Source: an optimization exercise on an open RTL-to-GDS flow (aim: small area). Production flows keep margins and buffers that such runs may drop.
At most, simulation tests tie the RTL to the original design; equivalence was not proved.
For run 1, only the layout was checked, not whether the RTL still works.
Power and IR drop assume default switching activity.

--- flow/run.sh ---
#!/bin/bash
# synth_recipe.tcl (not shown) runs the flow's synth.tcl, then flattens the netlist and writes it again
# the make line also repeats each setting of config.mk as NAME=value (left out here)
make -C /OpenROAD-flow-scripts/flow DESIGN_CONFIG=/design/flow/config.mk WORK_HOME=/design/flow/orfs CLKGATE_MAP_FILE= SYNTH_SCRIPT=/design/flow/synth_recipe.tcl finish
--- flow/config.mk ---
export PLATFORM = sky130hd
export DESIGN_NAME = TX
export DESIGN_NICKNAME = TX
export VERILOG_FILES = /design/flow/design.v
export SDC_FILE = /design/flow/constraint.sdc
export NUM_CORES = 8
export LEC_CHECK = 0
export CAP_MARGIN = 20
export CORE_MARGIN = 2
export CORE_UTILIZATION = 70
export CTS_BUF_LIST = sky130_fd_sc_hd__clkbuf_16
export CTS_CLUSTER_DIAMETER = 80
export CTS_CLUSTER_SIZE = 30
export PLACE_DENSITY = 0.8
export SLEW_MARGIN = 20
--- flow/constraint.sdc ---
create_clock -name core_clock -period 8.0 [get_ports {clk}]
set_input_delay 1.6000 -clock core_clock [delete_from_list [all_inputs] [get_ports {clk}]]
set_output_delay 1.6000 -clock core_clock [all_outputs]
set_load 0.01 [all_outputs]
--- flow/design.v ---
`timescale 1ns/1ns
module TX(input clk, input rst, input in, input run, input [3:0]rate, input tx_request, output [51:0]out, output valid, output ready, output [1:0]cr, output [1:0]mod);
reg m1, m0, c1;
assign mod = {m1, m0};
assign cr = {c1, ~c1 & m1 & m0};
always @(posedge clk, negedge rst) begin
	if(~rst) begin
		m1 <= 1'b1; m0 <= 1'b1; c1 <= 1'b1;
	end
	else if(tx_request) begin
		m1 <= ~(rate[2] & rate[0]);
		m0 <= ~(rate[3] & rate[0]);
		c1 <= rate[1] | ~rate[0];
	end
end
reg st;               
reg [6:0] sc;         
reg [6:0] d;          
reg v1;
wire vr = run & st;
wire fb = sc[6] ^ sc[3];
assign ready = st;
always @(posedge clk, negedge rst) begin
	if(~rst) begin
		st <= 1'b0;
		sc <= 7'h7f;
		d <= 7'd0;
		v1 <= 1'b0;
	end
	else begin
		st <= 1'b1;
		v1 <= vr;
		if(vr) begin
			sc <= {sc[5:0], fb};
			d <= {d[5:0], in ^ fb};
		end
	end
end
wire ea = d[0] ^ d[2] ^ d[3] ^ d[5] ^ d[6];
wire eb = d[0] ^ d[1] ^ d[2] ^ d[3] ^ d[6];
reg [1:0] ps;
reg r1, r2;
wire cr_half = ~c1 & ~cr[0];
wire v3 = v1 & (cr_half | ps != 2'd1);
wire xa = (cr_half | ps[1] == 1'b0) ? ea : (ps == 2'd2) ? r1 : r2;
wire xb = (cr[0] & ps[1]) ? ea : eb;
always @(posedge clk, negedge rst) begin
	if(~rst) begin
		ps <= 2'd0;
	end
	else if(v1) begin
		ps <= (ps == 2'd3) ? 2'd0 : (ps == 2'd2) ? ((~c1) ? 2'd3 : 2'd0) : ps + 2'd1;
	end
end
always @(posedge clk) begin
	if(v1) begin
		r1 <= ea;
		r2 <= eb;
	end
end
reg [136:0] ev, od;
always @(posedge clk) begin
	if(v3) begin
		ev <= {xa, ev[136:90], (mod == 2'd2) ? xa : ev[89], ev[88:42], (mod == 2'd1) ? xa : ev[41], ev[40:18], (mod == 2'd0) ? xa : ev[17], ev[16:1]};
		od <= {xb, od[136:90], (mod == 2'd2) ? xb : od[89], od[88:42], (mod == 2'd1) ? xb : od[41], od[40:18], (mod == 2'd0) ? xb : od[17], od[16:1]};
	end
end
reg [4:0] g;
reg [2:0] w;
reg vt;
wire [4:0] glast = (mod == 2'd0) ? 5'd2 : (mod == 2'd1) ? 5'd5 : (mod == 2'd2) ? 5'd11 : 5'd17;
wire oph = (g == glast);
always @(posedge clk, negedge rst) begin
	if(~rst) begin
		g <= 5'd0;
		w <= 3'd0;
		vt <= 1'b0;
	end
	else begin
		vt <= v3 & oph;
		if(v3) begin
			w <= w + 3'd1;
			if(w == 3'd7) g <= oph ? 5'd0 : g + 5'd1;
		end
	end
end
assign valid = vt;
reg [6:0] pl;
always @(posedge clk, negedge rst) begin
	if(~rst) pl <= 7'h7f;
	else if(v3 & oph & (w == 3'd0)) pl <= {pl[5:0], pl[6] ^ pl[3]};
end
wire [17:0] E, F;
genvar k;
generate for(k = 0; k < 18; k = k + 1) begin : taps
	assign E[k] = ev[8*k];
	assign F[k] = od[8*k];
end endgenerate
wire [2:0] j = w - 3'd1;
wire [1:0] j3 = (j == 3'd0 || j == 3'd3 || j == 3'd6) ? 2'd0 : (j == 3'd1 || j == 3'd4 || j == 3'd7) ? 2'd1 : 2'd2;
reg [17:0] x0, x1;
integer b;
always @(*) begin
	x0 = E;
	x1 = F;
	if(mod == 2'd3) begin
		for(b = 0; b < 6; b = b + 1) begin
			case(j3)
				2'd0: begin x0[3*b+2 -: 3] = E[3*b+2 -: 3]; x1[3*b+2 -: 3] = {F[3*b], F[3*b+2], F[3*b+1]}; end
				2'd1: begin x0[3*b+2 -: 3] = {E[3*b+1], E[3*b], E[3*b+2]}; x1[3*b+2 -: 3] = F[3*b+2 -: 3]; end
				default: begin x0[3*b+2 -: 3] = {E[3*b], E[3*b+2], E[3*b+1]}; x1[3*b+2 -: 3] = {F[3*b+1], F[3*b], F[3*b+2]}; end
			endcase
		end
	end
	else if(mod == 2'd2) begin
		for(b = 0; b < 6; b = b + 1)
			x1[2*b+1 -: 2] = {F[2*b], F[2*b+1]};
	end
end
function [7:0] map(input [5:0] x, input [1:0] m);
	case(m)
		2'd0: map = {~x[0], 3'b001, 4'b0000};
		2'd1: map = {~x[0], 3'b001, ~x[1], 3'b001};
		2'd2: map = {~x[0], 1'b0, ~x[1], 1'b1, ~x[2], 1'b0, ~x[3], 1'b1};
		default: map = {~x[0], ~x[1], ~(x[1] ^ x[2]), 1'b1, ~x[3], ~x[4], ~(x[4] ^ x[5]), 1'b1};
	endcase
endfunction
wire [5:0] s0 = (mod == 2'd0) ? {5'd0, x0[0]} : (mod == 2'd1) ? {4'd0, x0[1:0]} : (mod == 2'd2) ? {2'd0, x0[3:0]} : x0[5:0];
wire [5:0] s1 = (mod == 2'd0) ? {5'd0, x0[1]} : (mod == 2'd1) ? {4'd0, x0[3:2]} : (mod == 2'd2) ? {2'd0, x0[7:4]} : x0[11:6];
wire [5:0] s2 = (mod == 2'd0) ? {5'd0, x0[2]} : (mod == 2'd1) ? {4'd0, x0[5:4]} : (mod == 2'd2) ? {2'd0, x0[11:8]} : x0[17:12];
wire [5:0] s3 = (mod == 2'd0) ? {5'd0, x1[0]} : (mod == 2'd1) ? {4'd0, x1[1:0]} : (mod == 2'd2) ? {2'd0, x1[3:0]} : x1[5:0];
wire [5:0] s4 = (mod == 2'd0) ? {5'd0, x1[1]} : (mod == 2'd1) ? {4'd0, x1[3:2]} : (mod == 2'd2) ? {2'd0, x1[7:4]} : x1[11:6];
wire [5:0] s5 = (mod == 2'd0) ? {5'd0, x1[2]} : (mod == 2'd1) ? {4'd0, x1[5:4]} : (mod == 2'd2) ? {2'd0, x1[11:8]} : x1[17:12];
assign out[47:0] = {map(s5, mod), map(s4, mod), map(s3, mod), map(s2, mod), map(s1, mod), map(s0, mod)};
wire pt = pl[0] ^ (w[2] & w[1]);
assign out[51:48] = {~w[0] & pt, 2'b00, ~w[0]};
endmodule
==> flow_summary.json, run 1 <==
{
  "run_status": "timing/DRC/antenna clean",
  "cts_tree": "yes",
  "worst_clock_skew_ns": 0.0156,
  "worstPathRequired_ns": 6.40,
  "count_of_h_tree_levels_built_during_cts": 1,
  "clk_latency_ns": 0.50,
  "ys.warnings.count": 1,
  "seq_area_frac_synth_pct": 78.0,
  "drv_slew": 0,
  "total_leakage_power_nw": 4.46,
  "gpl.final_weighted_congestion": 0.859,
  "postLayoutSetupSlackWorst_ns": 1.92,
  "antenna_violating_nets_post_route": 0,
  "synth-async-reset-ratio_pct": 11.8,
  "grt_first_pass_wirelength_microns": 32600,
  "yosys_most_used_dff": "edfxtp_1",
  "initial_utilization_pct": 71.6,
  "post-cts-setup-buffers": 0,
  "number_of_fill_cells": 859,
  "postSynthAreaPerCell_sq_um": 16.6,
  "antennaDiodeCount": 0,
  "port_buffers": 58,
  "clock-sinks": 313,
  "buffer_depth_of_the_longest_clock_path": 3,
  "setup_viol_count_final": 0,
  "ffs_latches_synth": 313,
  "drcViolationCount": 0,
  "layout_min_cycle_time_ns": 6.08,
  "post_drt_via_cell_ratio": 6.41,
  "cts-resized-gates": 0,
  "layout_common_cells": "276 x edfxtp_1, 60 x nand2_1, 58 x clkdlybuf4s50_1",
  "peakVddDrop_mv": 0.260,
  "antenna_found_initial": 0,
  "rsz0062_at_grt": "false",
  "via_count": 6290,
  "gr-total-overflow": 0,
  "cts-root-buf": "clkbuf_16",
  "synth_enable_flop_cells": 276,
  "grt_start_max_net_pins": 110,
  "slowest_cell_on_the_critical_path": "xnor2_2",
  "routed_wl_microns": 21700,
  "timing.critical_path.arrival_ns": 4.48,
  "list_of_cells_traversed_by_the_critical_path": "inv_1 -> ha_1 -> xnor2_2 -> mux2i_4 -> mux2i_1 -> xor2_1 -> a21oi_1 -> a211oi_1 -> clkdlybuf4s50_1",
  "max_stage_delay_ns": 0.80,
  "sequential_cell_area_sq_um": 9240,
  "slew_margin_rel_pct": 31.7,
  "power_dens_cells_nw_per_um2": 363,
  "cts_buffers": 14,
  "hold_path.class": "reg -> reg",
  "placedCellCount": 963,
  "critPathLaunchType": "flop",
  "first_pass_iters": 6,
  "avgRoutedWirePerCell_microns": 22.0,
  "layout.cells.most_common": "edfxtp_1",
  "netlist_cell_types": 64,
  "power_mw": 4.70,
  "max_cap_viol_count": 0,
  "vias_in_the_first_global_route": 5947,
  "floorplan.die.width_microns": 134,
  "synthCells": 712,
  "finalCritPeriodShare_pct": 76.0,
  "design.core.area_sq_um": 16500,
  "detailedRoute.firstIterationViolations": 759,
  "critical_path_class": "reg -> out",
  "top_fanout_value_on_the_critical_path": 17,
  "synthesis.area_sq_um": 11800,
  "floorplan.die_area_sq_um": 18000,
  "postCtsHoldBufs": 0,
  "die_h_microns": 134,
  "grtUsageTotal_pct": 24.2,
  "critPathCaptureType": "output pin",
  "total_half_perimeter_wirelength_after_legalization_and_detailed_placement_microns": 12700,
  "max_fclk_mhz": 164,
  "fin_cells": 982,
  "area_of_the_multi_input_gates_sq_um": 2300,
  "timing.final.hold_violations": 0,
  "worst_setup_hold_path_clk_slew_ns": 0.10,
  "setup-tns-final_ns": 0,
  "boundaryPins": 67,
  "dp_worst_setup_slack_ns": 2.54,
  "synth_to_layout_area_growth_pct": 9.26,
  "placementRows": 47,
  "tightest_slew_ns": 1.02,
  "post_route_cells_drive_above_1_share_pct": 10.6,
  "net_total_in_the_final_layout": 776
}
through the flow:
| step | area [sq um] | hold WS (ns) | utilization [%] |
|---|---|---|---|
| finish | 12900 | 0.419 | 78.2 |
| global route | 12900 | 0.427 | 78.2 |
| CTS | 12900 | 0.420 | 78.2 |
| detailed placement | 12500 | 0.405 | 75.8 |
| global placement | 12500 | 0.400 | 75.8 |
| floorplan | 11900 | 0.400 | - |
synth_stat cells, types with 2 or more instances:
| master | n | share of area (%) |
|---|---|---|
| edfxtp_1 | 276 | 70 |
| o31a_1 | 2 | 0.15 |
| o211ai_1 | 2 | 0.13 |
| mux4_2 | 3 | 0.57 |
| a22o_1 | 2 | 0.15 |
| o21ai_0 | 38 | 1.6 |
| nor2_1 | 39 | 1.2 |
| o221ai_1 | 4 | 0.30 |
| buf_4 | 17 | 1.1 |
| o2bb2ai_1 | 3 | 0.22 |
| o22a_1 | 2 | 0.15 |
| mux2i_4 | 4 | 0.76 |
| a31oi_1 | 18 | 0.95 |
| inv_1 | 22 | 0.70 |
| nand2b_1 | 4 | 0.21 |
| a21oi_1 | 19 | 0.80 |
| xnor2_1 | 12 | 0.89 |
| buf_2 | 8 | 0.34 |
| a211oi_1 | 5 | 0.32 |
| dfrtp_1 | 20 | 4.2 |
| o22ai_1 | 18 | 0.95 |
| mux2_2 | 19 | 1.8 |
| nor2_2 | 2 | 0.11 |
| mux2i_1 | 8 | 0.68 |
| dfstp_2 | 17 | 3.8 |
| a21o_1 | 3 | 0.19 |
| ha_1 | 8 | 0.85 |
| clkbuf_1 | 12 | 0.38 |
| o32ai_1 | 3 | 0.22 |
| nor2b_1 | 2 | 0.11 |
| conb_1 | 2 | 0.063 |
| nor3_1 | 5 | 0.21 |
| xor2_1 | 10 | 0.74 |
| mux2_4 | 2 | 0.25 |
| a2bb2oi_1 | 2 | 0.15 |
| nand2_1 | 60 | 1.9 |
| buf_6 | 2 | 0.19 |
| nand3_1 | 8 | 0.34 |
| or2_2 | 2 | 0.11 |
| o2111ai_1 | 2 | 0.15 |
| o21a_1 | 2 | 0.13 |
logic make-up (layout without fill, tap and decap cells):
family,after synthesis,count (layout),share of synthesized area (%)
buf+inv,62,105,2.72
compound gates,136,136,7.44
flops,313,313,78.0
mux,36,36,4.07
other cells,2,9,0.0635
xor+xnor,23,23,1.77
fa+ha+maj,8,8,0.846
simple gates,132,132,5.04
where the power goes:
part | switching (mW) | leakage (nW) | total [mW] | internal (mW)
registers | 0.116 | 2.99 | 2.12 | 2.00
logic | 1.03 | 1.26 | 1.78 | 0.752
clock network | 0.458 | 0.207 | 0.804 | 0.346
layout make-up:
type,instances,area share (%)
sequential,313,71.4
multi-input combinational,344,17.8
timing repair buffer,63,4.78
clock buffer,15,2.90
tap,220,2.13
inverter,23,0.726
clock inverter,4,0.223
state kept, by name, indices dropped and copies added, names as in the netlist, 2 cells and up:
name / cells
pl: 7
ps: 2
sc: 7
g: 5
od: 137
ev: 137
w: 3
d: 7
path summary, 6_finish.rpt:
path,startpoint,end,slack (ns),cells after the start
max in group asynchronous,rst,pl[0],6.14,2
max,w[0],out[17],1.92,9
max reg2reg,m0,od[130],3.51,6
min reg2reg,ev[39],ev[38],0.42,0
min in group asynchronous,rst,d[3],1.51,2
min,ev[39],ev[38],0.42,0
critical path: cells and delay by family (launching register included):
kind	cells	cell delay (ns)
mux	2	0.96
xor+xnor	2	0.97
fa+ha+maj	1	0.25
buf+inv	2	0.77
flops	1	0.49
compound gates	2	0.54
per-layer routing:
layer,vias to the layer above,GRT usage (%),wire [microns]
met3,63,4.54,2220
met2,440,38.3,10300
met5,-,0,0
met4,0,8.30,670
li1,2745,-,-
met1,3042,34.8,8500
==> run 2, diff against run 1 <==
==> flow/design.v (replaced) <==
`timescale 1ns/1ns
module TX(input clk, input rst, input in, input run, input [3:0]rate, input tx_request, output [51:0]out, output valid, output ready, output [1:0]cr, output [1:0]mod);
reg m1, m0, c1;
assign mod = {m1, m0};
assign cr = {c1, ~c1 & m1 & m0};
wire m3 = m1 & m0;
wire m2 = m1 & ~m0;
wire nz = m1 | m0;
wire cr_half = ~c1 & ~cr[0];
always @(posedge clk, negedge rst) begin
	if(~rst) begin
		m1 <= 1'b1; m0 <= 1'b1; c1 <= 1'b1;
	end
	else if(tx_request) begin
		m1 <= ~(rate[2] & rate[0]);
		m0 <= ~(rate[3] & rate[0]);
		c1 <= rate[1] | ~rate[0];
	end
end
reg st;               
reg [6:0] sc;         
reg [6:0] d;          
reg [1:0] q;          
reg v1;               
reg en, enb;          
wire vr = run & st;
wire fb = sc[6] ^ sc[3];
wire en_n = vr & (cr_half | q != 2'd1);
assign ready = st;
always @(posedge clk, negedge rst) begin
	if(~rst) begin
		st <= 1'b0;
		sc <= 7'h7f;
		d <= 7'd0;
		q <= 2'd0;
		v1 <= 1'b0;
		en <= 1'b0;
		enb <= 1'b1;
	end
	else begin
		st <= 1'b1;
		v1 <= vr;
		en <= en_n;
		enb <= ~en_n;
		if(vr) begin
			sc <= {sc[5:0], fb};
			d <= {d[5:0], in ^ fb};
			q <= (q == 2'd3 || (q == 2'd2 && c1)) ? 2'd0 : q + 2'd1;
		end
	end
end
wire ea = d[0] ^ d[2] ^ d[3] ^ d[5] ^ d[6];
wire eb = d[0] ^ d[1] ^ d[2] ^ d[3] ^ d[6];
reg r1, r2;
wire qa = q[0] ^ q[1];
wire xa = (cr_half | qa) ? ea : (q[0] | c1) ? r1 : r2;
wire xb = (cr[0] & ~qa) ? ea : eb;
always @(posedge clk) begin
	if(v1) begin
		r1 <= ea;
		r2 <= eb;
	end
end
reg [136:0] ev, od;
wire [136:0] evn, odn;
genvar p;
generate for(p = 0; p < 137; p = p + 1) begin : chain
	if(p == 136) begin
		assign evn[p] = xa;
		assign odn[p] = xb;
	end
	else if(p == 0) begin
		assign evn[p] = m1 ? ev[1] : m0 ? ev[17] : ev[41];
		assign odn[p] = m1 ? od[1] : m0 ? od[17] : od[41];
	end
	else if(p == 48) begin
		assign evn[p] = m1 ? ev[49] : m0 ? ev[65] : ev[89];
		assign odn[p] = m1 ? od[49] : m0 ? od[65] : od[89];
	end
	else if(p == 96) begin
		assign evn[p] = m1 ? ev[97] : m0 ? ev[113] : xa;
		assign odn[p] = m1 ? od[97] : m0 ? od[113] : xb;
	end
	else if(p == 24 || p == 72) begin
		assign evn[p] = m1 ? ev[p+1] : ev[p+17];
		assign odn[p] = m1 ? od[p+1] : od[p+17];
	end
	else if(p == 120) begin
		assign evn[p] = m1 ? ev[p+1] : xa;
		assign odn[p] = m1 ? od[p+1] : xb;
	end
	else if(p == 128) begin
		assign evn[p] = m0 ? ev[p+1] : xa;
		assign odn[p] = m0 ? od[p+1] : xb;
	end
	else if(p == 8 || p == 32 || p == 56 || p == 80 || p == 104) begin
		assign evn[p] = m0 ? ev[p+1] : ev[p+9];
		assign odn[p] = m0 ? od[p+1] : od[p+9];
	end
	else begin
		assign evn[p] = ev[p+1];
		assign odn[p] = od[p+1];
	end
end endgenerate
always @(posedge clk) begin
	ev <= ({137{en}} & evn) | ({137{enb}} & ev);
	od <= ({137{en}} & odn) | ({137{enb}} & od);
end
reg [4:0] g;
reg [2:0] w;
reg vt;
wire [4:0] glast = (mod == 2'd0) ? 5'd2 : (mod == 2'd1) ? 5'd5 : (mod == 2'd2) ? 5'd11 : 5'd17;
wire oph = (g == glast);
always @(posedge clk, negedge rst) begin
	if(~rst) begin
		g <= 5'd0;
		w <= 3'd0;
		vt <= 1'b0;
	end
	else begin
		vt <= en & oph;
		if(en) begin
			w <= w + 3'd1;
			if(w == 3'd7) g <= oph ? 5'd0 : g + 5'd1;
		end
	end
end
assign valid = vt;
reg [6:0] pl;
always @(posedge clk, negedge rst) begin
	if(~rst) pl <= 7'h7f;
	else if(en & oph & (w == 3'd0)) pl <= {pl[5:0], pl[6] ^ pl[3]};
end
wire J0 = (w == 3'd1) | (w == 3'd4) | (w == 3'd7);
wire J1 = (w == 3'd2) | (w == 3'd5) | (w == 3'd0);
wire J2 = (w == 3'd3) | (w == 3'd6);
wire [2:0] se0 = {m3 & J1, m3 & J2, ~m3 | J0};
wire [2:0] se2 = {m3 & J1, m3 & J2, m3 & J0};
wire [2:0] so0 = {m3 & J2, m3 ? J0 : m2, m3 ? J1 : ~m2};
wire [2:0] so1 = {m3 ? J2 : m2, m3 & J0, m3 & J1};
wire [2:0] so2 = {m3 & J2, m3 & J0, m3 & J1};
function [7:0] sub(input [5:0] t, input [2:0] s0, input [2:0] s1, input [2:0] s2, input m3, input m1, input nz);
	reg n0, n1, n2, n3, n4, n5;
	begin
		n0 = ~(s0[0] & t[0] | s0[1] & t[1] | s0[2] & t[2]);
		n1 = ~(s1[0] & t[1] | s1[1] & t[2] | s1[2] & t[0]);
		n2 = ~(s2[0] & t[2] | s2[1] & t[0] | s2[2] & t[1]);
		n3 = ~(s0[0] & t[3] | s0[1] & t[4] | s0[2] & t[5]);
		n4 = ~(s1[0] & t[4] | s1[1] & t[5] | s1[2] & t[3]);
		n5 = ~(s2[0] & t[5] | s2[1] & t[3] | s2[2] & t[4]);
		sub = {n0, m3 & n1, m1 & ~(n1 ^ n2), 1'b1, nz & n3, m3 & n4, m1 & ~(n4 ^ n5), nz};
	end
endfunction
genvar k;
generate for(k = 0; k < 3; k = k + 1) begin : subc
	wire [5:0] te = {ev[48*k+40], ev[48*k+32], ev[48*k+24], ev[48*k+16], ev[48*k+8], ev[48*k]};
	wire [5:0] to = {od[48*k+40], od[48*k+32], od[48*k+24], od[48*k+16], od[48*k+8], od[48*k]};
	assign out[8*k+7 -: 8] = sub(te, se0, se0, se2, m3, m1, nz);
	assign out[8*k+31 -: 8] = sub(to, so0, so1, so2, m3, m1, nz);
end endgenerate
wire pt = pl[0] ^ (w[2] & w[1]);
assign out[51:48] = {~w[0] & pt, 2'b00, ~w[0]};
endmodule
--- a/flow/config.mk
+++ b/flow/config.mk
@@ -9,7 +9,7 @@
 export CORE_MARGIN = 2
 export CORE_UTILIZATION = 70
-export CTS_BUF_LIST = sky130_fd_sc_hd__clkbuf_16
-export CTS_CLUSTER_DIAMETER = 80
-export CTS_CLUSTER_SIZE = 30
+export CTS_BUF_LIST = sky130_fd_sc_hd__clkbuf_8
+export CTS_CLUSTER_DIAMETER = 50
+export CTS_CLUSTER_SIZE = 16
 export PLACE_DENSITY = 0.8
 export SLEW_MARGIN = 20
==> run 2 against run 1 <==
Net effect:
- critical path depth decreased by 2
- non-clock buffer count increased by 1
- first-iteration DRC count is 16% higher
- total power fell by 20%
- combinational power is 52% lower
- maximum frequency shrank 1.1%
- via count is 22% higher
- sequential cell count up 2
- cell count up 21%
- critical path type unchanged
- largest power group unchanged
==> flow_summary.json, run 2 <==
{
  "post-cts-setup-buffers": 0,
  "synth.top_cells.by_count": "274 x dfxtp_1, 270 x a22o_1, 60 x clkbuf_1",
  "synth_to_layout_area_growth_pct": 8.35,
  "die_h_microns": 132,
  "dp_worst_setup_slack_ns": 2.07,
  "placementRows": 46,
  "yosys_most_used_dff": "dfxtp_1",
  "via_count": 7685,
  "reg2reg_setup_slack_ns": 4.78,
  "buffer_depth_of_the_longest_clock_path": 3,
  "ys.warnings.count": 1,
  "ffs_latches_synth": 315,
  "first_pass_iters": 8,
  "grt_start_max_net_pins": 118,
  "setup-tns-final_ns": 0,
  "clock-sinks": 315,
  "count_of_h_tree_levels_built_during_cts": 1,
  "power_mw": 3.74,
  "top_fanout_value_on_the_critical_path": 51,
  "postSynthAreaPerCell_sq_um": 11.9,
  "regToRegStartpoint": "m1",
  "ff_to_ff_end": "ev[96]",
  "post_route_cells_drive_above_1_share_pct": 9.92,
  "worst_setup_hold_path_clk_slew_ns": 0.10,
  "seq_area_frac_synth_pct": 57.4,
  "sequential_cell_area_sq_um": 6550,
  "synth-async-reset-ratio_pct": 12.4,
  "post-synth-top-area-fraction_pct": 48.1,
  "vias_in_the_first_global_route": 7385,
  "drv_slew": 0,
  "peakVddDrop_mv": 0.187,
  "power_frac_clock_pct": 23.2,
  "tightest_slew_ns": 1.03,
  "worst_clock_skew_ns": 0.0206,
  "cts_tree": "yes",
  "number_of_fill_cells": 1037,
  "total_leakage_power_nw": 4.92,
  "cp-endpoint": "out[35]",
  "cts-resized-gates": 0,
  "initial_utilization_pct": 71.8,
  "avgRoutedWirePerCell_microns": 18.7,
  "cts_buffers": 25,
  "floorplan.die_area_sq_um": 17300,
  "list_of_cells_traversed_by_the_critical_path": "nand2_1 -> a21oi_1 -> buf_4 -> a21o_1 -> a221o_1 -> a21oi_1 -> clkdlybuf4s50_1",
  "postCtsHoldBufs": 0,
  "hold_path.class": "reg -> reg",
  "worstPathRequired_ns": 6.40,
  "max_cap_viol_count": 0,
  "cts-root-buf": "clkbuf_8",
  "internal_power_mw": 2.56,
  "layout_min_cycle_time_ns": 6.15,
  "power.share.combinational_pct": 22.7,
  "floorplan.die.width_microns": 132,
  "net_total_in_the_final_layout": 979,
  "clk_latency_ns": 0.55,
  "slowest_cell_on_the_critical_path": "dfstp_2",
  "antennaDiodeCount": 0,
  "layout_common_cells": "274 x dfxtp_1, 270 x a22o_1, 57 x clkdlybuf4s50_1",
  "routed_wl_microns": 22100,
  "crit_top_cell": "a21oi_1",
  "post-synth-top-count-cell": "dfxtp_1",
  "antenna_found_initial": 0,
  "power_dens_cells_nw_per_um2": 303,
  "critical_path_class": "reg -> out",
  "slew_margin_rel_pct": 30.5,
  "yosys-top-cells-area": "dfxtp_1 48%, a22o_1 21%, dfrtp_1 4.6%",
  "postLayoutSetupSlackWorst_ns": 1.85,
  "grtUsageTotal_pct": 25.3,
  "netlist_cell_types": 49,
  "post_drt_via_cell_ratio": 6.49,
  "boundaryPins": 67,
  "max_fclk_mhz": 163,
  "area_of_the_multi_input_gates_sq_um": 4390,
  "synth_enable_flop_cells": 2,
  "worst-r2r-cell-count": 5,
  "gpl.final_weighted_congestion": 0.808,
  "synthCells": 960,
  "rsz0062_at_grt": "false",
  "finalCritPeriodShare_pct": 76.9,
  "timing.final.hold_violations": 0,
  "antenna_violating_nets_post_route": 0,
  "layout.cells.most_common": "dfxtp_1",
  "drcViolationCount": 0,
  "largestRegisters": "ev: 137 flops, od: 137 flops",
  "power.switching_mw": 1.18,
  "power.switching_fraction_pct": 31.6,
  "synth_top_area_cell": "dfxtp_1",
  "critPathLaunchType": "flop",
  "setup_viol_count_final": 0,
  "critPathCaptureType": "output pin",
  "p_seq_share_pct": 54.2,
  "design.core.area_sq_um": 15900,
  "gr-total-overflow": 0,
  "synthesis.area_sq_um": 11400,
  "run_status": "timing/DRC/antenna clean",
  "port_buffers": 58,
  "grt_first_pass_wirelength_microns": 37200,
  "hold-worst-slack_ns": 0.477,
  "detailedRoute.firstIterationViolations": 881,
  "max_stage_delay_ns": 1.22,
  "total_half_perimeter_wirelength_after_legalization_and_detailed_placement_microns": 13500,
  "timing.critical_path.arrival_ns": 4.55,
  "critical_path.startpoint": "m1",
  "finish.utilization_pct": 77.8
}
[run 2: cell count changes in the layout (fill, tap and decap cells not counted), sizes merged, moves of 15 or more]
cell	previous run	this run
a222oi	0	24
a22o	2	270
a31oi	18	3
dfxtp	0	274
edfxtp	276	2
nand2	60	28
nor2	41	20
o21ai	39	21
o22ai	18	0
[run 2: layer usage]
layer  global-route usage (%)  vias to the layer above  share of wire, %
met5                        0                        -                 0
met4                     8.15                        0               2.6
met3                     3.20                       43               4.9
met2                     40.6                      236                47
met1                     36.0                     3783                46
li1                         -                     3623                 -
[run 2: power by group through the flow]
stage | Combinational (mW) | Clock [mW] | Sequential [mW]
finish | 0.849 | 0.867 | 2.03
global route | 0.924 | 0.940 | 2.06
CTS | 0.844 | 0.884 | 2.02
detailed placement | 0.840 | 0 | 2.05
global placement | 0.809 | 0 | 2.04
floorplan | 0.657 | 0 | 1.95
[run 2: cells by family after synthesis]
logic type      Yosys count  share of synthesized area (%)
compound gates          359                           26.6
flops                   315                           57.4
buf+inv                 110                           4.42
simple gates            101                           4.60
mux                      40                           3.97
xor+xnor                 23                           1.89
fa+ha+maj                10                           1.10
other cells               2                         0.0659
[run 2: per-stage QoR]
| step | instance area [sq um] | std cells |
|---|---|---|
| 2_1_floorplan | 11400 | 967 |
| 3_3_place_gp | 11900 | 1149 |
| 3_5_place_dp | 11900 | 1149 |
| 4_1_cts | 12300 | 1184 |
| 5_1_grt | 12400 | 1184 |
| 6_report | 12400 | 1184 |
[run 2: critical path, delay by kind of cell (launching register included)]
family                 cells  cell delay, ns
flip-flops                 1            1.22
AO/OA/AOI/OAI              4            1.15
buffers and inverters      2            0.83
AND/OR/NAND/NOR            1            0.78
[run 2: final cells by class]
cell class | count | share of cell area (%)
Timing Repair Buffer | 64 | 5.08
Inverter | 12 | 0.365
Clock inverter | 9 | 0.881
Multi-Input combinational cell | 542 | 35.6
Sequential cell | 315 | 53.0
Clock buffer | 26 | 2.90
Tap cell | 216 | 2.19
[run 2: worst min path at each step]
stage            start      end  slack, ns  cells past startpoint
2_1_floorplan  ev[105]  ev[105]       0.43                      1
3_3_place_gp    od[33]   od[33]       0.45                      1
3_5_place_dp    od[33]   od[33]       0.45                      1
4_1_cts        od[133]  od[132]       0.47                      1
5_1_grt          ev[2]    ev[2]       0.49                      1
6_report        ev[57]   ev[57]       0.48                      1
==> run 3, diff against run 2 <==
--- a/flow/config.mk
+++ b/flow/config.mk
@@ -9,7 +9,7 @@
 export CORE_MARGIN = 2
 export CORE_UTILIZATION = 70
-export CTS_BUF_LIST = sky130_fd_sc_hd__clkbuf_8
-export CTS_CLUSTER_DIAMETER = 50
-export CTS_CLUSTER_SIZE = 16
+export CTS_BUF_LIST = sky130_fd_sc_hd__clkbuf_16
+export CTS_CLUSTER_DIAMETER = 80
+export CTS_CLUSTER_SIZE = 30
 export PLACE_DENSITY = 0.8
 export SLEW_MARGIN = 20
==> run 3 against run 2 <==
Net effect:
- global-route usage up 0.26 points
- final area fell by 0.35%
- die area did not move
- register-to-register slack hardly changed
- total power decreased by 0.85%
- clock power decreased by 4.8%
- clock skew down 0.0090 ns
- utilization decreased by 0.28 points
- still clean
- largest cell class unchanged
- cell count decreased by 1.3%
- setup slack improved by 0.025 ns
- combinational power increased by 0.7%
- highest routed layer unchanged
- synthesized cell count unchanged
==> flow_summary.json, run 3 <==
{
  "detailedRoute.firstIterationViolations": 823,
  "cts-root-buf": "clkbuf_16",
  "max_cap_viol_count": 0,
  "placedCellCount": 1149,
  "design.core.area_sq_um": 15900,
  "antenna_found_initial": 0,
  "post_drt_via_cell_ratio": 6.54,
  "final_area_sq_um": 12300,
  "timing.final.hold_violations": 0,
  "postCtsHoldBufs": 0,
  "run_status": "timing/DRC/antenna clean",
  "port_buffers": 58,
  "yosys_most_used_dff": "dfxtp_1",
  "grtUsageTotal_pct": 25.6,
  "tightest_slew_ns": 1.04,
  "dp_worst_setup_slack_ns": 2.07,
  "number_of_fill_cells": 1026,
  "post_synth_and_or_nand_nor_area_fraction_pct": 4.60,
  "cts_tree": "yes",
  "routed_wl_microns": 22300,
  "yosys-top-cells-area": "dfxtp_1 48%, a22o_1 21%, dfrtp_1 4.6%",
  "peakVddDrop_mv": 0.213,
  "floorplan.die.width_microns": 132,
  "netlist_cell_types": 49,
  "post-synth-top-area-fraction_pct": 48.1,
  "hold-worst-slack_ns": 0.476,
  "gr-total-overflow": 0,
  "synth_compound_area_share_pct": 26.6,
  "post-synth-top-count-cell": "dfxtp_1",
  "die_h_microns": 132,
  "seq_area_frac_synth_pct": 57.4,
  "ffs_latches_synth": 315,
  "post_synth_mux_area_share_pct": 3.97,
  "synthCells": 960,
  "worst_setup_hold_path_clk_slew_ns": 0.10,
  "power_dens_cells_nw_per_um2": 301,
  "avgRoutedWirePerCell_microns": 19.0,
  "clk_latency_ns": 0.49,
  "postLayoutSetupSlackWorst_ns": 1.87,
  "floorplan.die_area_sq_um": 17300,
  "total_leakage_power_nw": 4.88,
  "cts_buffers": 14,
  "layout_common_cells": "274 x dfxtp_1, 270 x a22o_1, 57 x clkdlybuf4s50_1",
  "via_count": 7641,
  "placementRows": 46,
  "synth_top_family_by_area": "compound AO/OA/AOI/OAI gates",
  "total_half_perimeter_wirelength_after_legalization_and_detailed_placement_microns": 13500,
  "worstPathRequired_ns": 6.40,
  "ys.warnings.count": 1,
  "post_route_cells_drive_above_1_share_pct": 8.71,
  "grt_start_max_net_pins": 118,
  "detailed_place.area_sq_um": 11900,
  "largestRegisters": "ev: 137 flops, od: 137 flops",
  "synth_to_layout_area_growth_pct": 7.97,
  "critPathLaunchType": "flop",
  "worst_clock_skew_ns": 0.0116,
  "max_fclk_mhz": 163,
  "drv_slew": 0,
  "fin_cells": 1169,
  "postSynthAreaPerCell_sq_um": 11.9,
  "boundaryPins": 67,
  "top_fanout_value_on_the_critical_path": 51,
  "synth_enable_flop_cells": 2,
  "grt_first_pass_wirelength_microns": 37500,
  "buffer_depth_of_the_longest_clock_path": 3,
  "setup_viol_count_final": 0,
  "synth.top_cells.by_count": "274 x dfxtp_1, 270 x a22o_1, 60 x clkbuf_1",
  "synth-async-reset-ratio_pct": 12.4,
  "rsz0062_at_grt": "false",
  "synth_adder_area_share_pct": 1.10,
  "first_pass_iters": 6,
  "gpl.final_weighted_congestion": 0.808,
  "clock-sinks": 315,
  "power_mw": 3.71,
  "initial_utilization_pct": 71.8,
  "hold_path.class": "reg -> reg",
  "count_of_h_tree_levels_built_during_cts": 1,
  "setup-tns-final_ns": 0,
  "post-cts-setup-buffers": 0,
  "layout_min_cycle_time_ns": 6.13,
  "finish.utilization_pct": 77.5,
  "finalCritPeriodShare_pct": 76.6,
  "synth_xor_area_share_pct": 1.89,
  "critical_path_class": "reg -> out",
  "worst-r2r-cell-count": 5,
  "net_total_in_the_final_layout": 968,
  "critPathCaptureType": "output pin",
  "synthesis.area_sq_um": 11400,
  "synth_top_area_cell": "dfxtp_1",
  "timing.critical_path.arrival_ns": 4.53,
  "vias_in_the_first_global_route": 7409,
  "layout.cells.most_common": "dfxtp_1",
  "slew_margin_rel_pct": 30.8,
  "drcViolationCount": 0,
  "antennaDiodeCount": 0,
  "antenna_violating_nets_post_route": 0,
  "hold_path_depth": 1,
  "cts-resized-gates": 0
}
run 3: changes by cell type in the layout (fill, tap and decap cells not counted):
cell	change
bufinv_16	-2
clkbuf_16	+16
clkbuf_8	-26
clkinv_4	-1
clkinv_8	-1
clkinvlp_4	+2
inv_1	-2
inv_6	-1
run 3: worst max-delay path, cell delays in order, from the launching register on:
cell	delay (ns)
dfstp_2	1.23
nand2_1	0.77
nor2_4	0.80
a222oi_1	0.32
xnor2_1	0.20
and2_1	0.14
clkdlybuf4s50_1	0.53
run 3: final cells by class:
| class | count | area [sq um] | area share, % |
|---|---|---|---|
| repair buffers | 64 | 628 | 5.10 |
| clock inverters | 4 | 22.5 | 0.183 |
| well taps | 216 | 270 | 2.20 |
| clock buffers | 16 | 400 | 3.25 |
| flip-flops and latches | 315 | 6550 | 53.2 |
| multi-input cells | 542 | 4390 | 35.7 |
| inverters | 12 | 45.0 | 0.366 |
run 3: power breakdown:
part / internal, mW / leakage, nW / switching, mW
combinational: 0.386 / 1.99 / 0.469
clock: 0.363 / 0.208 / 0.462
sequential: 1.80 / 2.68 / 0.227
run 3: kinds of logic after synthesis:
logic type | count (synthesis)
buf+inv | 110
other cells | 2
compound gates | 359
fa+ha+maj | 10
xor+xnor | 23
flops | 315
mux | 40
simple gates | 101
run 3: final timing paths:
path                         from      to  slack [ns]
setup / recovery               m1  out[9]        1.87
hold / removal             ev[57]  ev[57]        0.48
setup reg to reg               m1  ev[96]        4.78
hold reg to reg            ev[57]  ev[57]        0.48
max in group asynchronous     rst      en        6.25
min in group asynchronous     rst      st        1.17
run 3: metal layers:
metal  up-vias  part of all wire (%)  global-route usage [%]  routed length, microns
met4         0                   2.4                    8.57                     532
met3        41                   4.3                    2.74                     953
met1      3788                    45                    36.2                   10100
met2       209                    48                    41.4                   10700
met5         -                     0                       0                       0
li1       3603                     -                       -                       -
==> run 4, diff against run 3 <==
==> flow/flow/run.sh (new file) <==
#!/bin/bash
# Standard ORFS layout with smaller port buffers and a leaner clock tree.
set -euo pipefail
export BUFFER_PORTS_ARGS="-buffer_cell sky130_fd_sc_hd__buf_1"
export CTS_ARGS="-sink_clustering_enable -repair_clock_nets -dont_use_dummy_load -buf_list sky130_fd_sc_hd__clkbuf_16 -sink_clustering_size 30 -sink_clustering_max_diameter 80"
bash standard.sh > standard.log 2>&1
==> flow/standard.sh (new file) <==
#!/bin/bash
# synth_recipe.tcl (not shown) runs the flow's synth.tcl, then flattens the netlist and writes it again
# the make line also repeats each setting of config.mk as NAME=value (left out here)
make -C /OpenROAD-flow-scripts/flow DESIGN_CONFIG=/design/flow/config.mk WORK_HOME=/design/flow/orfs CLKGATE_MAP_FILE= SYNTH_SCRIPT=/design/flow/synth_recipe.tcl "${@:-finish}"
removed: flow/run.sh
==> run 4 against run 3 <==
Net effect:
- clock power is 8.0% lower
- still clean on timing, DRC and antenna
- cell count is 0.34% lower
- largest cell class unchanged
- sequential power hardly changed
- synthesized cell count stayed put
- highest routed layer unchanged
- critical path type unchanged
- sequential share of layout area is 1.9 points higher
==> flow_summary.json, run 4 <==
{
  "rsz0062_at_grt": "false",
  "finalCritPeriodShare_pct": 60.1,
  "slew_margin_rel_pct": 34.9,
  "power_frac_clock_pct": 21.3,
  "power.share.combinational_pct": 22.2,
  "layout_min_cycle_time_ns": 4.81,
  "initial_utilization_pct": 71.8,
  "vias_in_the_first_global_route": 7132,
  "buffer_depth_of_the_longest_clock_path": 3,
  "timing.final.hold_violations": 0,
  "tightest_slew_ns": 0.969,
  "routed_wl_microns": 21800,
  "number_of_fill_cells": 1079,
  "boundaryPins": 67,
  "floorplan.die_area_sq_um": 17300,
  "timing.critical_path.arrival_ns": 3.21,
  "worst_clock_skew_ns": 0.0231,
  "post-cts-setup-buffers": 0,
  "power.switching_fraction_pct": 31.6,
  "die_h_microns": 132,
  "yosys-top-cells-area": "dfxtp_1 48%, a22o_1 21%, dfrtp_1 4.6%",
  "critPathCaptureType": "output pin",
  "yosys_most_used_dff": "dfxtp_1",
  "synth-async-reset-ratio_pct": 12.4,
  "top_fanout_value_on_the_critical_path": 9,
  "critPathLaunchType": "flop",
  "power.switching_mw": 1.13,
  "critical_path_class": "reg -> out",
  "gpl.final_weighted_congestion": 0.815,
  "postSynthAreaPerCell_sq_um": 11.9,
  "cts_tree": "yes",
  "seq_area_frac_synth_pct": 57.4,
  "peakVddDrop_mv": 0.188,
  "net_total_in_the_final_layout": 970,
  "worstPathRequired_ns": 6.40,
  "netlist_cell_types": 49,
  "total_leakage_power_nw": 4.68,
  "setup_viol_count_final": 0,
  "cts-root-buf": "clkbuf_16",
  "cts-resized-gates": 0,
  "layout_common_cells": "274 x dfxtp_1, 270 x a22o_1, 57 x buf_1",
  "via_count": 7635,
  "p_seq_share_pct": 56.5,
  "run_status": "timing/DRC/antenna clean",
  "max_cap_viol_count": 0,
  "post_drt_via_cell_ratio": 6.55,
  "port_buffers": 58,
  "grt_first_pass_wirelength_microns": 35800,
  "antenna_found_initial": 0,
  "synth_top_area_cell": "dfxtp_1",
  "postCtsHoldBufs": 0,
  "largestRegisters": "ev: 137 flops, od: 137 flops",
  "design.core.area_sq_um": 15900,
  "avgRoutedWirePerCell_microns": 18.7,
  "global_routing_usage_on_met3_pct": 2.97,
  "synthesis.area_sq_um": 11400,
  "total_half_perimeter_wirelength_after_legalization_and_detailed_placement_microns": 13500,
  "clock-sinks": 315,
  "grt.met1_usage_pct": 35.0,
  "antennaDiodeCount": 0,
  "setup-tns-final_ns": 0,
  "drcViolationCount": 0,
  "count_of_h_tree_levels_built_during_cts": 1,
  "grtUsageTotal_pct": 24.4,
  "ffs_latches_synth": 315,
  "synthCells": 960,
  "hold_path.class": "reg -> reg",
  "floorplan.die.width_microns": 132,
  "power_dens_cells_nw_per_um2": 300,
  "busiest_layer": "met2",
  "area_of_the_multi_input_gates_sq_um": 4390,
  "clk_latency_ns": 0.49,
  "placementRows": 46,
  "cts_buffers": 14,
  "ys.warnings.count": 1,
  "gr-total-overflow": 0,
  "max_fclk_mhz": 208,
  "synth.top_cells.by_count": "274 x dfxtp_1, 270 x a22o_1, 60 x clkbuf_1",
  "drv_slew": 0,
  "grt_start_max_net_pins": 120,
  "layout.cells.most_common": "dfxtp_1",
  "power_mw": 3.57,
  "worst_setup_hold_path_clk_slew_ns": 0.11,
  "internal_power_mw": 2.44,
  "synth_to_layout_area_growth_pct": 4.33,
  "met2_usage_pct": 39.0,
  "post-synth-top-count-cell": "dfxtp_1",
  "synth_enable_flop_cells": 2,
  "detailedRoute.firstIterationViolations": 645,
  "post_route_cells_drive_above_1_share_pct": 8.54,
  "sequential_cell_area_sq_um": 6550,
  "antenna_violating_nets_post_route": 0,
  "post-synth-top-area-fraction_pct": 48.1,
  "first_pass_iters": 7
}
==> run 4: cell counts after synthesis <==
Identical to the previous run, type by type.
==> run 4: worst max-delay path, stage by stage (launching register included) <==
cell,delay (ns)
dfrtp_1,0.46
ha_1,0.25
ha_1,0.22
inv_1,0.29
a21oi_1,0.23
buf_4,0.26
a21o_1,0.26
a221o_1,0.33
a21oi_1,0.25
buf_1,0.19
==> run 4: metal layers <==
layer	up-vias	share of wire [%]
li1	3598	-
met1	3774	46
met2	221	47
met3	42	4.5
met4	0	2.5
met5	-	0
==> run 4: final cells by class <==
cell class,count,share of cell area (%)
repair buffers,66,2.41
flip-flops and latches,315,55.1
clock buffers,14,2.94
multi-input cells,542,36.9
well taps,216,2.27
inverters,12,0.379
==> run 4: worst paths after layout <==
| check | from | to | slack (ns) | cells past startpoint |
|---|---|---|---|---|
| max | w[0] | out[35] | 3.19 | 9 |
| min | ev[9] | ev[9] | 0.48 | 1 |
| max reg2reg | enb | od[92] | 4.88 | 3 |
| min in group asynchronous | rst | st | 1.22 | 1 |
| max in group asynchronous | rst | en | 6.08 | 1 |
| min reg2reg | ev[9] | ev[9] | 0.48 | 1 |
==> run 4: metrics by stage <==
step	instances	hold WS [ns]	cell area, sq um	util [%]	worst slack [ns]
after floorplan	967	0.433	11400	-	4.39
after global placement	1151	0.445	11500	72.6	3.66
after detailed placement	1151	0.452	11500	72.6	3.52
after CTS	1165	0.479	11900	74.8	2.97
after global routing	1165	0.492	11900	74.9	3.06
final	1165	0.478	11900	74.9	3.19
==> run 4: logic make-up (layout without fill, tap and decap cells) <==
group / count (synthesis) / in the layout / share of synthesized area (%)
AO/OA/AOI/OAI: 359 / 359 / 26.6
flip-flops: 315 / 315 / 57.4
buffers and inverters: 110 / 92 / 4.42
AND/OR/NAND/NOR: 101 / 101 / 4.60
multiplexers: 40 / 40 / 3.97
XOR/XNOR: 23 / 23 / 1.89
adder cells (fa/ha/maj): 10 / 10 / 1.10
other: 2 / 9 / 0.0659
==> run 4: power by group through the flow <==
stage	Sequential (mW)	Clock [mW]	Combinational, mW
final	2.02	0.759	0.793
after global routing	2.04	0.826	0.868
after CTS	2.01	0.774	0.787
after detailed placement	2.04	0	0.780
after global placement	2.03	0	0.748
after floorplan	1.95	0	0.657
==> run 5, diff against run 4 <==
==> flow/flow/run.sh (replaced) <==
#!/bin/bash
# Standard ORFS layout with smaller port buffers and a leaner clock tree.
set -euo pipefail
export BUFFER_PORTS_ARGS="-buffer_cell sky130_fd_sc_hd__buf_1"
export CTS_ARGS="-sink_clustering_enable -repair_clock_nets -dont_use_dummy_load -buf_list {sky130_fd_sc_hd__clkbuf_8 sky130_fd_sc_hd__clkbuf_16} -sink_clustering_size 30 -sink_clustering_max_diameter 80"
bash standard.sh > standard.log 2>&1
--- a/flow/config.mk
+++ b/flow/config.mk
@@ -9,7 +9,4 @@
 export CORE_MARGIN = 2
 export CORE_UTILIZATION = 70
-export CTS_BUF_LIST = sky130_fd_sc_hd__clkbuf_16
-export CTS_CLUSTER_DIAMETER = 80
-export CTS_CLUSTER_SIZE = 30
 export PLACE_DENSITY = 0.8
 export SLEW_MARGIN = 20
==> run 5 against run 4 <==
Net effect:
- still clean on timing, DRC and antenna
- highest routed layer unchanged
- cell count did not move
- first-iteration DRC count did not move
- maximum frequency did not move
- worst hold slack did not move
- setup slack did not move
- largest cell class unchanged
==> flow_summary.json, run 5 <==
{
  "post_route_cells_drive_above_1_share_pct": 8.54,
  "synthesis.area_sq_um": 11400,
  "avgRoutedWirePerCell_microns": 18.7,
  "post-synth-top-area-fraction_pct": 48.1,
  "drv_slew": 0,
  "tightest_slew_ns": 0.969,
  "netlist_cell_types": 49,
  "p_seq_share_pct": 56.5,
  "postCtsHoldBufs": 0,
  "drcViolationCount": 0,
  "cts-resized-gates": 0,
  "yosys_most_used_dff": "dfxtp_1",
  "max_fclk_mhz": 208,
  "synth_enable_flop_cells": 2,
  "cts_buffers": 14,
  "initial_utilization_pct": 71.8,
  "power.switching_mw": 1.13,
  "first_pass_iters": 7,
  "placementRows": 46,
  "worst_clock_skew_ns": 0.0231,
  "gpl.final_weighted_congestion": 0.815,
  "power.share.combinational_pct": 22.2,
  "synth_top_area_cell": "dfxtp_1",
  "finalCritPeriodShare_pct": 60.1,
  "synth_to_layout_area_growth_pct": 4.33,
  "grtUsageTotal_pct": 24.4,
  "postLayoutSetupSlackWorst_ns": 3.19,
  "peakVddDrop_mv": 0.188,
  "slew_margin_rel_pct": 34.9,
  "port_buffers": 58,
  "hold-worst-slack_ns": 0.478,
  "cts-root-buf": "clkbuf_16",
  "setup-tns-final_ns": 0,
  "layout.cells.most_common": "dfxtp_1",
  "yosys-top-cells-area": "dfxtp_1 48%, a22o_1 21%, dfrtp_1 4.6%",
  "synth_xor_area_share_pct": 1.89,
  "floorplan.die.width_microns": 132,
  "rsz0062_at_grt": "false",
  "power.switching_fraction_pct": 31.6,
  "design.core.area_sq_um": 15900,
  "max_cap_viol_count": 0,
  "antenna_violating_nets_post_route": 0,
  "hold_path.class": "reg -> reg",
  "via_count": 7635,
  "synth.top_cells.by_count": "274 x dfxtp_1, 270 x a22o_1, 60 x clkbuf_1",
  "grt_first_pass_wirelength_microns": 35800,
  "die_h_microns": 132,
  "ffs_latches_synth": 315,
  "timing.critical_path.arrival_ns": 3.21,
  "synth_top_family_by_area": "compound AO/OA/AOI/OAI gates",
  "synthCells": 960,
  "layout_min_cycle_time_ns": 4.81,
  "post-cts-setup-buffers": 0,
  "setup_viol_count_final": 0,
  "number_of_fill_cells": 1079,
  "dp_worst_setup_slack_ns": 3.52,
  "clock-sinks": 315,
  "worstPathRequired_ns": 6.40,
  "routed_wl_microns": 21800,
  "post_synth_mux_area_share_pct": 3.97,
  "ys.warnings.count": 1,
  "timing.final.hold_violations": 0,
  "vias_in_the_first_global_route": 7132,
  "synth-async-reset-ratio_pct": 12.4,
  "post_synth_and_or_nand_nor_area_fraction_pct": 4.60,
  "critPathLaunchType": "flop",
  "power_dens_cells_nw_per_um2": 300,
  "critical_path_class": "reg -> out",
  "synth_adder_area_share_pct": 1.10,
  "boundaryPins": 67,
  "power_frac_clock_pct": 21.3,
  "critPathCaptureType": "output pin",
  "antennaDiodeCount": 0,
  "internal_power_mw": 2.44,
  "seq_area_frac_synth_pct": 57.4,
  "worst_setup_hold_path_clk_slew_ns": 0.11,
  "synth_compound_area_share_pct": 26.6,
  "finish.utilization_pct": 74.9,
  "post-synth-top-count-cell": "dfxtp_1",
  "top_fanout_value_on_the_critical_path": 9,
  "cts_tree": "yes",
  "clk_latency_ns": 0.49,
  "count_of_h_tree_levels_built_during_cts": 1,
  "layout_common_cells": "274 x dfxtp_1, 270 x a22o_1, 57 x buf_1",
  "gr-total-overflow": 0,
  "postSynthAreaPerCell_sq_um": 11.9,
  "floorplan.die_area_sq_um": 17300,
  "total_leakage_power_nw": 4.68,
  "antenna_found_initial": 0,
  "buffer_depth_of_the_longest_clock_path": 3,
  "largestRegisters": "ev: 137 flops, od: 137 flops",
  "run_status": "timing/DRC/antenna clean",
  "post_drt_via_cell_ratio": 6.55,
  "total_half_perimeter_wirelength_after_legalization_and_detailed_placement_microns": 13500,
  "detailedRoute.firstIterationViolations": 645,
  "net_total_in_the_final_layout": 970,
  "grt_start_max_net_pins": 120
}
[run 5: cell counts in the layout (fill, tap and decap cells not counted)]
Identical to the previous run, type by type.
[run 5: path summary, 6_finish.rpt]
kind                        from       to  slack [ns]  depth (start not counted)
max                         w[0]  out[35]        3.19                          9
min                        ev[9]    ev[9]        0.48                          1
max reg2reg                  enb   od[92]        4.88                          3
min reg2reg                ev[9]    ev[9]        0.48                          1
max in group asynchronous    rst       en        6.08                          1
min in group asynchronous    rst       st        1.22                          1
[run 5: metrics by stage]
stage / power (mW) / cells / cell area [sq um]
2_1_floorplan: 2.61 / 967 / 11400
3_3_place_gp: 2.78 / 1151 / 11500
3_5_place_dp: 2.82 / 1151 / 11500
4_1_cts: 3.57 / 1165 / 11900
5_1_grt: 3.74 / 1165 / 11900
6_report: 3.57 / 1165 / 11900
[run 5: critical path, stage by stage (launching register included)]
cell and delay (ns):
dfrtp_1 0.46, ha_1 0.25, ha_1 0.22, inv_1 0.29
a21oi_1 0.23, buf_4 0.26, a21o_1 0.26, a221o_1 0.33
a21oi_1 0.25, buf_1 0.19
[run 5: final cells by class]
cell class              count  area [sq um]  share of cell area, %
multi-input cells         542          4390                   36.9
repair buffers             66           287                   2.41
clock buffers              14           350                   2.94
well taps                 216           270                   2.27
flip-flops and latches    315          6550                   55.1
inverters                  12          45.0                  0.379
[run 5: power groups by stage]
stage	Clock (mW)	Combinational (mW)	Sequential, mW
final	0.759	0.793	2.02
after global routing	0.826	0.868	2.04
after CTS	0.774	0.787	2.01
after detailed placement	0	0.780	2.04
after global placement	0	0.748	2.03
after floorplan	0	0.657	1.95
[run 5: metal layers]
metal  global-route usage [%]  wire length (microns)
met5                        0                      0
met4                     7.13                    535
met3                     2.97                    976
met2                     39.0                  10200
met1                     35.0                  10000
[run 5: logic make-up (layout without fill, tap and decap cells)]
group                    Yosys count  after routing
AO/OA/AOI/OAI                    359            359
flip-flops                       315            315
buffers and inverters            110             92
AND/OR/NAND/NOR                  101            101
multiplexers                      40             40
XOR/XNOR                          23             23
adder cells (fa/ha/maj)           10             10
other                              2              9
==> run 6, diff against run 5 <==
==> flow/flow/run.sh (replaced) <==
#!/bin/bash
# Standard ORFS layout with smaller port buffers and a leaner clock tree.
set -euo pipefail
export BUFFER_PORTS_ARGS="-buffer_cell sky130_fd_sc_hd__buf_1"
export CTS_ARGS="-sink_clustering_enable -repair_clock_nets -dont_use_dummy_load -buf_list sky130_fd_sc_hd__clkbuf_16 -sink_clustering_size 35 -sink_clustering_max_diameter 70"
bash standard.sh > standard.log 2>&1
==> run 6 against run 5 <==
Net effect:
- maximum frequency decreased by 0.53%
- critical path depth decreased by 4
- clock skew increased by 0.021 ns
- sequential cell count unchanged
- die area unchanged
- non-clock buffer count unchanged
- global-route usage increased by 0.20 points
- critical endpoint is now out[47]
- clock power increased by 3.6%
==> flow_summary.json, run 6 <==
{
  "count_of_h_tree_levels_built_during_cts": 1,
  "dp_worst_setup_slack_ns": 3.52,
  "max_cap_viol_count": 0,
  "worstPathRequired_ns": 6.40,
  "net_total_in_the_final_layout": 971,
  "gr-total-overflow": 0,
  "antenna_violating_nets_post_route": 0,
  "hold-worst-slack_ns": 0.450,
  "worst_clock_skew_ns": 0.0442,
  "placementRows": 46,
  "power_dens_cells_nw_per_um2": 302,
  "seq_area_frac_synth_pct": 57.4,
  "max_fclk_mhz": 207,
  "synthesis.area_sq_um": 11400,
  "worst-r2r-cell-count": 3,
  "number_of_fill_cells": 1075,
  "setup_viol_count_final": 0,
  "vias_in_the_first_global_route": 7128,
  "rsz0062_at_grt": "false",
  "cts-root-buf": "clkbuf_16",
  "post-synth-top-count-cell": "dfxtp_1",
  "top_fanout_value_on_the_critical_path": 34,
  "post_synth_and_or_nand_nor_area_fraction_pct": 4.60,
  "grt_first_pass_wirelength_microns": 36000,
  "synth-async-reset-ratio_pct": 12.4,
  "synth_to_layout_area_growth_pct": 4.55,
  "path_delay_family": "compound AO/OA/AOI/OAI gates",
  "floorplan.die_area_sq_um": 17300,
  "detailedRoute.firstIterationViolations": 726,
  "synth_top_area_cell": "dfxtp_1",
  "postSynthAreaPerCell_sq_um": 11.9,
  "via_count": 7591,
  "synth.top_cells.by_count": "274 x dfxtp_1, 270 x a22o_1, 60 x clkbuf_1",
  "synth_enable_flop_cells": 2,
  "critPathCaptureType": "output pin",
  "finalCritPeriodShare_pct": 60.4,
  "cts-resized-gates": 0,
  "postCtsHoldBufs": 0,
  "drcViolationCount": 0,
  "ffs_latches_synth": 315,
  "sequential_cell_area_sq_um": 6550,
  "synth_compound_area_share_pct": 26.6,
  "timing.critical_path.arrival_ns": 3.23,
  "antenna_found_initial": 0,
  "postLayoutSetupSlackWorst_ns": 3.17,
  "clock-sinks": 315,
  "layout.cells.most_common": "dfxtp_1",
  "area_of_the_multi_input_gates_sq_um": 4390,
  "synthCells": 960,
  "critPathLaunchType": "flop",
  "list_of_cells_traversed_by_the_critical_path": "buf_4 -> inv_1 -> o31ai_1 -> a222oi_1 -> buf_1",
  "avgRoutedWirePerCell_microns": 18.8,
  "port_buffers": 58,
  "die_h_microns": 132,
  "worst-path-stages": 5,
  "synth_top_family_by_area": "compound AO/OA/AOI/OAI gates",
  "post_drt_via_cell_ratio": 6.51,
  "drv_slew": 0,
  "yosys_most_used_dff": "dfxtp_1",
  "synth_adder_area_share_pct": 1.10,
  "antennaDiodeCount": 0,
  "clk_latency_ns": 0.50,
  "layout_min_cycle_time_ns": 4.83,
  "cts_buffers": 15,
  "layout_common_cells": "274 x dfxtp_1, 270 x a22o_1, 57 x buf_1",
  "ys.warnings.count": 1,
  "synth_xor_area_share_pct": 1.89,
  "floorplan.die.width_microns": 132,
  "timing.final.hold_violations": 0,
  "tightest_slew_ns": 0.992,
  "boundaryPins": 67,
  "hold_path.class": "reg -> reg",
  "peakVddDrop_mv": 0.186,
  "first_pass_iters": 10,
  "setup-tns-final_ns": 0,
  "reg2reg_setup_slack_ns": 4.88,
  "grtUsageTotal_pct": 24.6,
  "yosys-top-cells-area": "dfxtp_1 48%, a22o_1 21%, dfrtp_1 4.6%",
  "post-synth-top-area-fraction_pct": 48.1,
  "post-cts-setup-buffers": 0,
  "path_buf_inv": 3,
  "critical_path_class": "reg -> out",
  "total_leakage_power_nw": 4.69,
  "gpl.final_weighted_congestion": 0.815,
  "post_route_cells_drive_above_1_share_pct": 8.63,
  "worst_setup_hold_path_clk_slew_ns": 0.12,
  "netlist_cell_types": 49,
  "routed_wl_microns": 22000,
  "slew_margin_rel_pct": 33.3,
  "initial_utilization_pct": 71.8,
  "slowest_cell_on_the_critical_path": "o31ai_1",
  "design.core.area_sq_um": 15900,
  "largestRegisters": "ev: 137 flops, od: 137 flops",
  "buffer_depth_of_the_longest_clock_path": 3,
  "total_half_perimeter_wirelength_after_legalization_and_detailed_placement_microns": 13500,
  "post_synth_mux_area_share_pct": 3.97,
  "max_stage_delay_ns": 0.90,
  "cts_tree": "yes",
  "grt_start_max_net_pins": 120,
  "finish.utilization_pct": 75.0,
  "hold_path_depth": 1,
  "run_status": "timing/DRC/antenna clean"
}
## run 6: power by group
group	switching (mW)	leakage, nW	internal, mW	total (mW)
sequential	0.217	2.68	1.80	2.02
combinational	0.472	1.83	0.323	0.795
clock	0.447	0.185	0.339	0.786
## run 6: cell families (layout without fill, tap and decap cells)
family / count (synthesis) / after routing
AOI/OAI and AO/OA: 359 / 359
DFF: 315 / 315
buffers and inverters: 110 / 93
and+or+nand+nor: 101 / 101
muxes: 40 / 40
xor gates and xnor gates: 23 / 23
adders and majority gates: 10 / 10
other: 2 / 9
## run 6: area by class of cell
class | count | share of cell area (%)
flip-flops and latches | 315 | 55.0
multi-input cells | 542 | 36.8
clock buffers | 15 | 3.15
repair buffers | 66 | 2.40
well taps | 216 | 2.27
inverters | 12 | 0.378
## run 6: path summary, 6_finish.rpt
kind / start / end
worst max register to register: enb / od[92]
max in group asynchronous: rst / en
worst max-delay path: m0 / out[47]
min in group asynchronous: rst / st
worst min-delay path: ev[46] / ev[45]
worst min register to register: ev[46] / ev[45]
## run 6: through the flow
stage | cells | instance area, sq um | power [mW]
floorplan | 967 | 11400 | 2.61
global placement | 1151 | 11500 | 2.78
detailed placement | 1151 | 11500 | 2.82
CTS | 1166 | 11900 | 3.60
global route | 1166 | 11900 | 3.77
finish | 1166 | 11900 | 3.60
## run 6: per-layer routing
layer | up-vias | part of all wire (%) | GRT usage [%]
met2 | 228 | 47 | 39.2
met4 | 0 | 2.3 | 6.88
met3 | 40 | 5.0 | 3.16
met1 | 3733 | 46 | 35.4
met5 | - | 0 | 0
li1 | 3590 | - | -
==> run 7, diff against run 6 <==
==> flow/flow/run.sh (replaced) <==
#!/bin/bash
# Standard ORFS layout with smaller port buffers and a leaner clock tree.
set -euo pipefail
export BUFFER_PORTS_ARGS="-buffer_cell sky130_fd_sc_hd__buf_1"
export CTS_ARGS="-sink_clustering_enable -repair_clock_nets -dont_use_dummy_load -buf_list sky130_fd_sc_hd__clkbuf_8 -sink_clustering_size 20 -sink_clustering_max_diameter 60"
bash standard.sh > standard.log 2>&1
==> run 7 against run 6 <==
Net effect:
- critical path type unchanged
- wire length shrank 0.57%
- die area unchanged
- sequential share of layout area rose by 0.47 points
- final area decreased by 0.84%
- maximum frequency decreased by 0.86%
- cell count increased by 0.43%
- still clean on timing, DRC and antenna
- utilization fell by 0.63 points
- setup slack got worse by 0.042 ns
- largest cell class unchanged
- worst hold slack got worse by 0.020 ns
- largest power group unchanged
- via count about the same
==> flow_summary.json, run 7 <==
{
  "antenna_violating_nets_post_route": 0,
  "avgRoutedWirePerCell_microns": 18.7,
  "floorplan.die_area_sq_um": 17300,
  "timing.final.hold_violations": 0,
  "layout_min_cycle_time_ns": 4.88,
  "clock-sinks": 315,
  "total_half_perimeter_wirelength_after_legalization_and_detailed_placement_microns": 13500,
  "cts-root-buf": "clkbuf_8",
  "critical_path_class": "reg -> out",
  "largestRegisters": "ev: 137 flops, od: 137 flops",
  "gpl.final_weighted_congestion": 0.815,
  "synth_enable_flop_cells": 2,
  "detailedRoute.firstIterationViolations": 637,
  "antennaDiodeCount": 0,
  "synth_top_area_cell": "dfxtp_1",
  "grt_first_pass_wirelength_microns": 35900,
  "tightest_slew_ns": 0.940,
  "max_fclk_mhz": 205,
  "postSynthAreaPerCell_sq_um": 11.9,
  "timing.critical_path.arrival_ns": 3.28,
  "placedCellCount": 1151,
  "routed_wl_microns": 21800,
  "postCtsHoldBufs": 0,
  "grt_start_max_net_pins": 120,
  "rsz0062_at_grt": "false",
  "fin_cells": 1171,
  "critPathCaptureType": "output pin",
  "grtUsageTotal_pct": 24.5,
  "setup-tns-final_ns": 0,
  "finalCritPeriodShare_pct": 60.9,
  "drcViolationCount": 0,
  "initial_utilization_pct": 71.8,
  "post_route_cells_drive_above_1_share_pct": 9.11,
  "power_mw": 3.48,
  "antenna_found_initial": 0,
  "worstPathRequired_ns": 6.40,
  "drv_slew": 0,
  "ffs_latches_synth": 315,
  "placementRows": 46,
  "via_count": 7592,
  "post-cts-setup-buffers": 0,
  "finish.utilization_pct": 74.4,
  "setup_viol_count_final": 0,
  "vias_in_the_first_global_route": 7195,
  "power_dens_cells_nw_per_um2": 294,
  "clk_latency_ns": 0.54,
  "netlist_cell_types": 49,
  "net_total_in_the_final_layout": 976,
  "top_fanout_value_on_the_critical_path": 9,
  "synth-async-reset-ratio_pct": 12.4,
  "slew_margin_rel_pct": 36.8,
  "hold_path.class": "reg -> reg",
  "layout_common_cells": "274 x dfxtp_1, 270 x a22o_1, 57 x buf_1",
  "post-synth-top-area-fraction_pct": 48.1,
  "yosys-top-cells-area": "dfxtp_1 48%, a22o_1 21%, dfrtp_1 4.6%",
  "seq_area_frac_synth_pct": 57.4,
  "post-synth-top-count-cell": "dfxtp_1",
  "cts-resized-gates": 0,
  "peakVddDrop_mv": 0.186,
  "layout.cells.most_common": "dfxtp_1",
  "worst_clock_skew_ns": 0.0522,
  "max_cap_viol_count": 0,
  "buffer_depth_of_the_longest_clock_path": 3,
  "ys.warnings.count": 1,
  "cts_buffers": 20,
  "synth_to_layout_area_growth_pct": 3.68,
  "first_pass_iters": 8,
  "port_buffers": 58,
  "synthCells": 960,
  "floorplan.die.width_microns": 132,
  "synth.top_cells.by_count": "274 x dfxtp_1, 270 x a22o_1, 60 x clkbuf_1",
  "worst_setup_hold_path_clk_slew_ns": 0.11,
  "run_status": "timing/DRC/antenna clean",
  "gr-total-overflow": 0,
  "die_h_microns": 132,
  "total_leakage_power_nw": 4.65,
  "design.core.area_sq_um": 15900,
  "critPathLaunchType": "flop",
  "cts_tree": "yes",
  "synthesis.area_sq_um": 11400,
  "yosys_most_used_dff": "dfxtp_1",
  "post_drt_via_cell_ratio": 6.48,
  "count_of_h_tree_levels_built_during_cts": 1,
  "boundaryPins": 67
}
[run 7: cell counts after synthesis]
No cell type changed its count.
[run 7: through the flow]
stage | worst slack (ns) | hold slack (ns) | instance area, sq um
after detailed placement | 3.52 | 0.452 | 11500
after global placement | 3.66 | 0.445 | 11500
after global routing | 3.00 | 0.453 | 11800
after CTS | 2.94 | 0.433 | 11800
after floorplan | 4.39 | 0.433 | 11400
final | 3.12 | 0.430 | 11800
[run 7: report_power, final]
part           switching, mW  internal [mW]  leakage (nW)
registers              0.216           1.80          2.68
logic                  0.468          0.322          1.83
clock network          0.442          0.227         0.144
total                   1.13           2.35          4.65
[run 7: layer usage]
layer,global-route usage [%],vias up,part of all wire (%)
met2,38.7,221,46
met4,8.39,0,2.6
met1,34.6,3719,46
met3,3.90,49,5.2
met5,0,-,0
li1,-,3603,-
[run 7: final timing paths]
kind	from	slack [ns]	end	depth (start not counted)
max	w[0]	3.12	out[35]	9
min	ev[124]	0.43	ev[123]	1
max reg2reg	enb	4.84	od[80]	3
min reg2reg	ev[124]	0.43	ev[123]	1
max in group asynchronous	rst	6.16	en	1
min in group asynchronous	rst	1.18	st	1
[run 7: worst max-delay path: stages, from the launching register on]
cell and delay, ns:
dfrtp_1 0.47, ha_1 0.25, ha_1 0.22, inv_1 0.29
a21oi_1 0.23, buf_4 0.26, a21o_1 0.26, a221o_1 0.33
a21oi_1 0.25, buf_1 0.19
[run 7: cells by family after synthesis]
logic type	after synthesis	synth area share [%]
compound gates	359	26.6
xor+xnor	23	1.89
fa+ha+maj	10	1.10
buf+inv	110	4.42
flops	315	57.4
mux	40	3.97
other cells	2	0.0659
simple gates	101	4.60
[run 7: final cells by class]
cell class | count | area, sq um
Multi-Input combinational cell | 542 | 4390
Fill cell | 1104 | 4060
Sequential cell | 315 | 6550
Timing Repair Buffer | 66 | 287
Tap cell | 216 | 270
Clock buffer | 20 | 275
Inverter | 12 | 45.0

what the ideal ports hide:
How much do the figures lean on ideal ports? The routed layouts below were timed once more, with nothing changed but the port constraints. Step 1 (the two cells are an assumption about what drives the block):
set clk [get_ports {clk}]
set_driving_cell -lib_cell sky130_fd_sc_hd__clkbuf_16 $clk
set_driving_cell -lib_cell sky130_fd_sc_hd__buf_2 [delete_from_list [all_inputs] $clk]
Step 2 also shifts input and output timing later by t, the mid clock arrival at the registers, as if the neighbouring blocks saw the same clock. Three values: no drivers, after step 1, after step 2; two values: the first two.
run | t (ns) | setup WS [ns] | latest minus earliest clock arrival (ns) | worst data-port slew with drivers (ns)
run 1 | 0.538 | 1.917 / 1.873 / 2.411 | 0.019 / 0.019 | 0.03
run 2 | 0.581 | 1.850 / 1.811 / 2.391 | 0.021 / 0.021 | 0.03
run 3 | 0.532 | 1.875 / 1.833 / 2.364 | 0.015 / 0.015 | 0.04
run 4 | 0.520 | 3.192 / 3.149 / 3.669 | 0.028 / 0.028 | 0.03
run 5 | 0.520 | 3.192 / 3.149 / 3.669 | 0.028 / 0.028 | 0.03
run 6 | 0.521 | 3.166 / 3.123 / 3.644 | 0.048 / 0.048 | 0.03
run 7 | 0.554 | 3.124 / 3.082 / 3.636 | 0.053 / 0.053 | 0.03
After both steps setup and hold are still met in every run listed.
